Context: an optimization exercise on an open-source flow, tuned for small area, a short achievable clock period and few clock cycles per item. The choices shown serve that exercise and are no tape-out recipe. Where RTL was checked, it was by simulation tests only, not by an equivalence proof against the original. No activity file was given, so power comes from the tool's default toggle rates.

==> inputs of v35 <==
Design func, start of the top module:
module func (
        input clk_i,
        input rst_i,
        input [ 7 : 0 ] a_bi,
        input [ 7 : 0 ] b_bi,
        input start_i,
        output [ 1 : 0 ] busy_o,
        output reg [ 4 : 0 ] y_bo
    );
    wire [4:0] r;
    full u_full (.a7(a_bi[7]), .a6(a_bi[6]), .a5(a_bi[5]), .a4(a_bi[4]),
             .a3(a_bi[3]), .a2(a_bi[2]), .a1(a_bi[1]), .a0(a_bi[0]),
             .b7(b_bi[7]), .b6(b_bi[6]), .b5(b_bi[5]), .b4(b_bi[4]),
             .b3(b_bi[3]), .b2(b_bi[2]), .b1(b_bi[1]), .b0(b_bi[0]),
             .y4(r[4]), .y3(r[3]), .y2(r[2]), .y1(r[1]), .y0(r[0]));
    assign busy_o = 2'b00;
    always @(posedge clk_i) begin
        if (rst_i)
            y_bo <= 5'd0;
        else if (start_i)
            y_bo <= r;
    end
endmodule
Settings: LEC_CHECK=0, ABC_AREA=1, CAP_MARGIN=20, CORE_AREA=2.5 2.5 57.5 57.5, DIE_AREA=0 0 60 60, SLEW_MARGIN=20; clock period 5.0 ns.
standard.sh (not shown) runs the stock make flow with config.mk's settings and CLKGATE_MAP_FILE= SYNTH_SCRIPT=/design/flow/synth_recipe.tcl, a recipe that flattens the netlist after the stock synthesis.
==> flow/flow/run.sh <==
#!/bin/bash
# Standard layout (standard.sh) with four changes:
# - the port buffers are sky130_fd_sc_hd__buf_1 instead of the cell
#   buffer_ports picks by default (a slow delay buffer);
# - right after global placement, flow/post_gp.tcl turns the input-port
#   buffers that drive 4 or more loads into sky130_fd_sc_hd__buf_2;
# - synthesis maps with flow/abc_area.script (ABC_AREA is 1) instead of
#   ORFS's own area script;
# - SKIP_REPAIR_TIE_FANOUT: one tie cell drives both constant busy_o bits.
# The rest of ORFS's scripts are used unchanged.
# standard.sh's output goes to standard.log; each ORFS step writes its own
# log under orfs/logs/.
set -euo pipefail
rm -rf scripts
cp -r "$FLOW_HOME/scripts" scripts
cp flow/abc_area.script scripts/abc_area.script
export FLOW_FO_LIMIT=4
export POST_GLOBAL_PLACE_TCL="$PWD/flow/post_gp.tcl"
export SKIP_REPAIR_TIE_FANOUT=1
BUFFER_PORTS_ARGS="-buffer_cell sky130_fd_sc_hd__buf_1" bash standard.sh SCRIPTS_DIR="$PWD/scripts" finish > standard.log 2>&1
==> flow/flow/abc_area.script <==
strash
dch
map -B 0.6
topo
stime -c
upsize -c
dnsize -c
==> flow/flow/post_gp.tcl <==
# Upsize the input-port buffers that drive many loads from buf_1 to buf_2.
set my_fo_limit [expr {[info exists ::env(FLOW_FO_LIMIT)] ? $::env(FLOW_FO_LIMIT) : 4}]
foreach inst [get_cells input*] {
  set master [get_property $inst ref_name]
  if {$master != "sky130_fd_sc_hd__buf_1"} { continue }
  set out [get_pins -of_objects $inst -filter "direction == output"]
  set net [get_nets -of_objects $out]
  set fo [llength [get_pins -of_objects $net -filter "direction == input"]]
  if {$fo >= $my_fo_limit} {
    puts "upsizing [get_full_name $inst] (fanout $fo) to buf_2"
    replace_cell $inst sky130_fd_sc_hd__buf_2
  }
}
==> v12: changes against v35 <==
==> flow/flow/run.sh (replaced) <==
#!/bin/bash
# Standard layout with two changes: the port buffers are sky130_fd_sc_hd__buf_1
# instead of the cell buffer_ports picks by default (a slow delay buffer), and
# synthesis maps with flow/abc_area.script (ABC_AREA 1) instead of ORFS's.
set -euo pipefail
rm -rf scripts
cp -r "$FLOW_HOME/scripts" scripts
cp flow/abc_area.script scripts/abc_area.script
BUFFER_PORTS_ARGS="-buffer_cell sky130_fd_sc_hd__buf_1" bash standard.sh SCRIPTS_DIR=$PWD/scripts finish > standard.log 2>&1
==> flow/flow/abc_area.script (replaced) <==
strash
dch
map -B 0.5
topo
stime -c
buffer -c
upsize -c
dnsize -c
--- a/flow/config.mk
+++ b/flow/config.mk
@@ -10,3 +10,4 @@
 export CORE_AREA = 2.5 2.5 57.5 57.5
 export DIE_AREA = 0 0 60 60
+export PLACE_DENSITY = 0.9
 export SLEW_MARGIN = 20
removed: flow/flow/post_gp.tcl
==> notes <==
v12 passed the timing, design-rule and antenna checks. v35 ran to the end with no violations.
Between v35 and v12, the lower worst hold slack is in v12 (gap 0.00096 ns).
In sequential share of layout area, v12 and v35 hardly differ.
Combinational power is about the same in v35 and v12.
Flip-flop and latch count is the same in v12 and v35.
In sequential power, v12 and v35 hardly differ.
Against v12, the wire length of v35 is smaller by 2.5%.
In register-to-register slack, v35 and v12 hardly differ.
Against v12, the utilization of v35 is higher by 0.084 points.
Between v12 and v35, the lower global-route usage is in v12 (gap 0.089 points).
==> figures <==
quantity                                                                   v35         v12
Final Net Count                                                            152         146
Post-detailed-route wirelength per cell                               8.976 um    9.553 um
Number of buffer and inverter instances along the worst setup path           1           2
Fraction of area in multi-input gates                                   57.88%      59.73%
Minimum setup slack in the final design                               3.090 ns    2.983 ns
Detail Route met3 WL                                                     61 um       79 um
Met1 Usage GRT                                                          11.64%      10.87%
Overall via count from detail_route                                        734         746
P_clk                                                                  46.1 uW     46.7 uW
Sequential element share of the synthesized area                        16.56%      16.43%
Status                                                timing/DRC/antenna clean  timing/DRC/antenna clean
Peak fanout along the critical path                                          4           6
Clock network power share                                                33.0%       33.2%
Overall track demand over capacity in global routing                    8.773%      8.684%
Worst Hold Margin                                                    0.4623 ns   0.4613 ns
Setup crit start                                                       b_bi[5]     a_bi[7]
Crit-path slowest cell                                                 a31oi_1       buf_1
Required time reported for the critical path endpoint                  5.18 ns     5.12 ns
Mean area per synthesized cell                                      5.648 um^2  6.093 um^2
Testbench counts of v35, summed over its fixed seeds: cycles 2,400, items 2,400.
Testbench counts of v12, summed over its fixed seeds: cycles 2,400, items 2,400.

==> inputs of trial 66 <==
Another version of the RTL of func (not shown whole).
==> flow/config.mk <==
export PLATFORM = sky130hd
export DESIGN_NAME = func
export DESIGN_NICKNAME = func
export VERILOG_FILES = /design/flow/design.v
export SDC_FILE = /design/flow/constraint.sdc
export NUM_CORES = 4
export LEC_CHECK = 0
export ABC_AREA = 1
export CAP_MARGIN = 20
export CORE_AREA = 2.5 2.5 57.5 57.5
export DIE_AREA = 0 0 60 60
export SLEW_MARGIN = 20
==> flow/constraint.sdc <==
create_clock -name core_clock -period 5.0 [get_ports {clk_i}]
set_input_delay 1.0000 -clock core_clock [delete_from_list [all_inputs] [get_ports {clk_i}]]
set_output_delay 1.0000 -clock core_clock [all_outputs]
set_load 0.01 [all_outputs]
==> flow/flow/run.sh <==
#!/bin/bash
# Standard layout, with the port buffers made from sky130_fd_sc_hd__buf_1
# instead of the cell buffer_ports picks by default (a slow delay buffer).
set -euo pipefail
BUFFER_PORTS_ARGS="-buffer_cell sky130_fd_sc_hd__buf_1" bash standard.sh finish > standard.log 2>&1
==> trial 16: changes against trial 66 <==
==> flow/flow/run.sh (replaced) <==
#!/bin/bash
# Standard layout with two changes: the port buffers are sky130_fd_sc_hd__buf_1
# instead of the cell buffer_ports picks by default (a slow delay buffer), and
# synthesis maps with flow/abc_area.script (ABC_AREA 1) instead of ORFS's.
set -euo pipefail
rm -rf scripts
cp -r "$FLOW_HOME/scripts" scripts
cp flow/abc_area.script scripts/abc_area.script
BUFFER_PORTS_ARGS="-buffer_cell sky130_fd_sc_hd__buf_1" bash standard.sh SCRIPTS_DIR=$PWD/scripts finish > standard.log 2>&1
==> flow/flow/abc_area.script (new file) <==
strash
dch
map -D 1300 -B 0.9
topo
stime -c
buffer -c
upsize -c -D 1300
dnsize -c -D 1300
==> summary of the runs <==
In synthesized cell count, trial 66 and trial 16 do not differ.
Sequential cell count is the same in trial 66 and trial 16.
Between trial 66 and trial 16, the lower global-route usage is in trial 66 (gap 0.17 points).
Die area is the same in trial 66 and trial 16.
Non-clock buffer count is the same in trial 66 and trial 16.
Against trial 66, the critical path depth of trial 16 is lower by 2.
Synthesized area: trial 66 is larger than trial 16 (8.8%).
Register-to-register slack is about the same in trial 66 and trial 16.
Trial 66 finished with timing, DRC and antenna clean. Trial 16 went through all stages and came out clean.
==> figures <==
FMAX: trial 16 449.6 MHz; trial 66 460.6 MHz
Highest-delay cell along the critical path: trial 16 or2_4; trial 66 a21oi_2
Clock Power: trial 16 0.0000487 W; trial 66 0.0000475 W
Post-DP HPWL: trial 16 1350 um; trial 66 1384 um
Status: trial 16 timing/DRC/antenna clean; trial 66 timing/DRC/antenna clean
Portion of the layout cell area used by clock cells: trial 16 3.344%; trial 66 3.120%
Sequential power share: trial 16 31.1%; trial 66 30.2%
Via count of the first global-routing pass: trial 16 714; trial 66 726
Hold Slack: trial 16 0.4634 ns; trial 66 0.4661 ns
Leakage dissipation: trial 16 0.4051 nW; trial 66 0.4147 nW
End point of the worst hold path: trial 16 y_bo[2]; trial 66 y_bo[3]
GPL Wtd Cong: trial 16 0.7815; trial 66 0.8184
Final area over synthesized area: trial 16 1.2218x; trial 66 1.2039x
Reported net switching power: trial 16 0.00005111 W; trial 66 0.00005356 W
Launch point of the worst reg-to-reg path: trial 16 y_bo[1]; trial 66 y_bo[0]
Met2 usage: trial 16 15.99%; trial 66 17.70%
Internal power component: trial 16 0.00009140 W; trial 66 0.00009326 W
Reg2reg end: trial 16 y_bo[1]; trial 66 y_bo[0]
No functional check of the RTL was part of any run of this note.

[what the ideal ports hide]
How much do the figures lean on ideal ports? The routed layouts below were timed once more, with nothing changed but the port constraints. Step 1 sets driving cells, clkbuf_16 on the clock port and buf_2 on the other inputs (assumed; they add their load-dependent delay and slew). Step 2 also shifts input and output timing later by t, the mid clock arrival at the registers, as if the neighbouring blocks saw the same clock. Three values: ideal, step 1, step 2; two values: the first two.
run	t (ns)	setup WS [ns]	slew at the worst register clock pin (ns)	worst slew at a driven data input, ns
v35	0.251	3.090 / 3.086 / 2.835	0.04 / 0.04	0.03
v12	0.254	2.983 / 2.973 / 2.719	0.04 / 0.04	0.03
trial 66	0.255	2.829 / 2.820 / 2.566	0.05 / 0.05	0.03
trial 16	0.263	2.776 / 2.769 / 2.507	0.05 / 0.05	0.03
After both steps every run listed still meets setup and hold. The setup slack of trial 16, which loses most, moves by -0.007 ns with the drivers and by -0.269 ns with both steps.
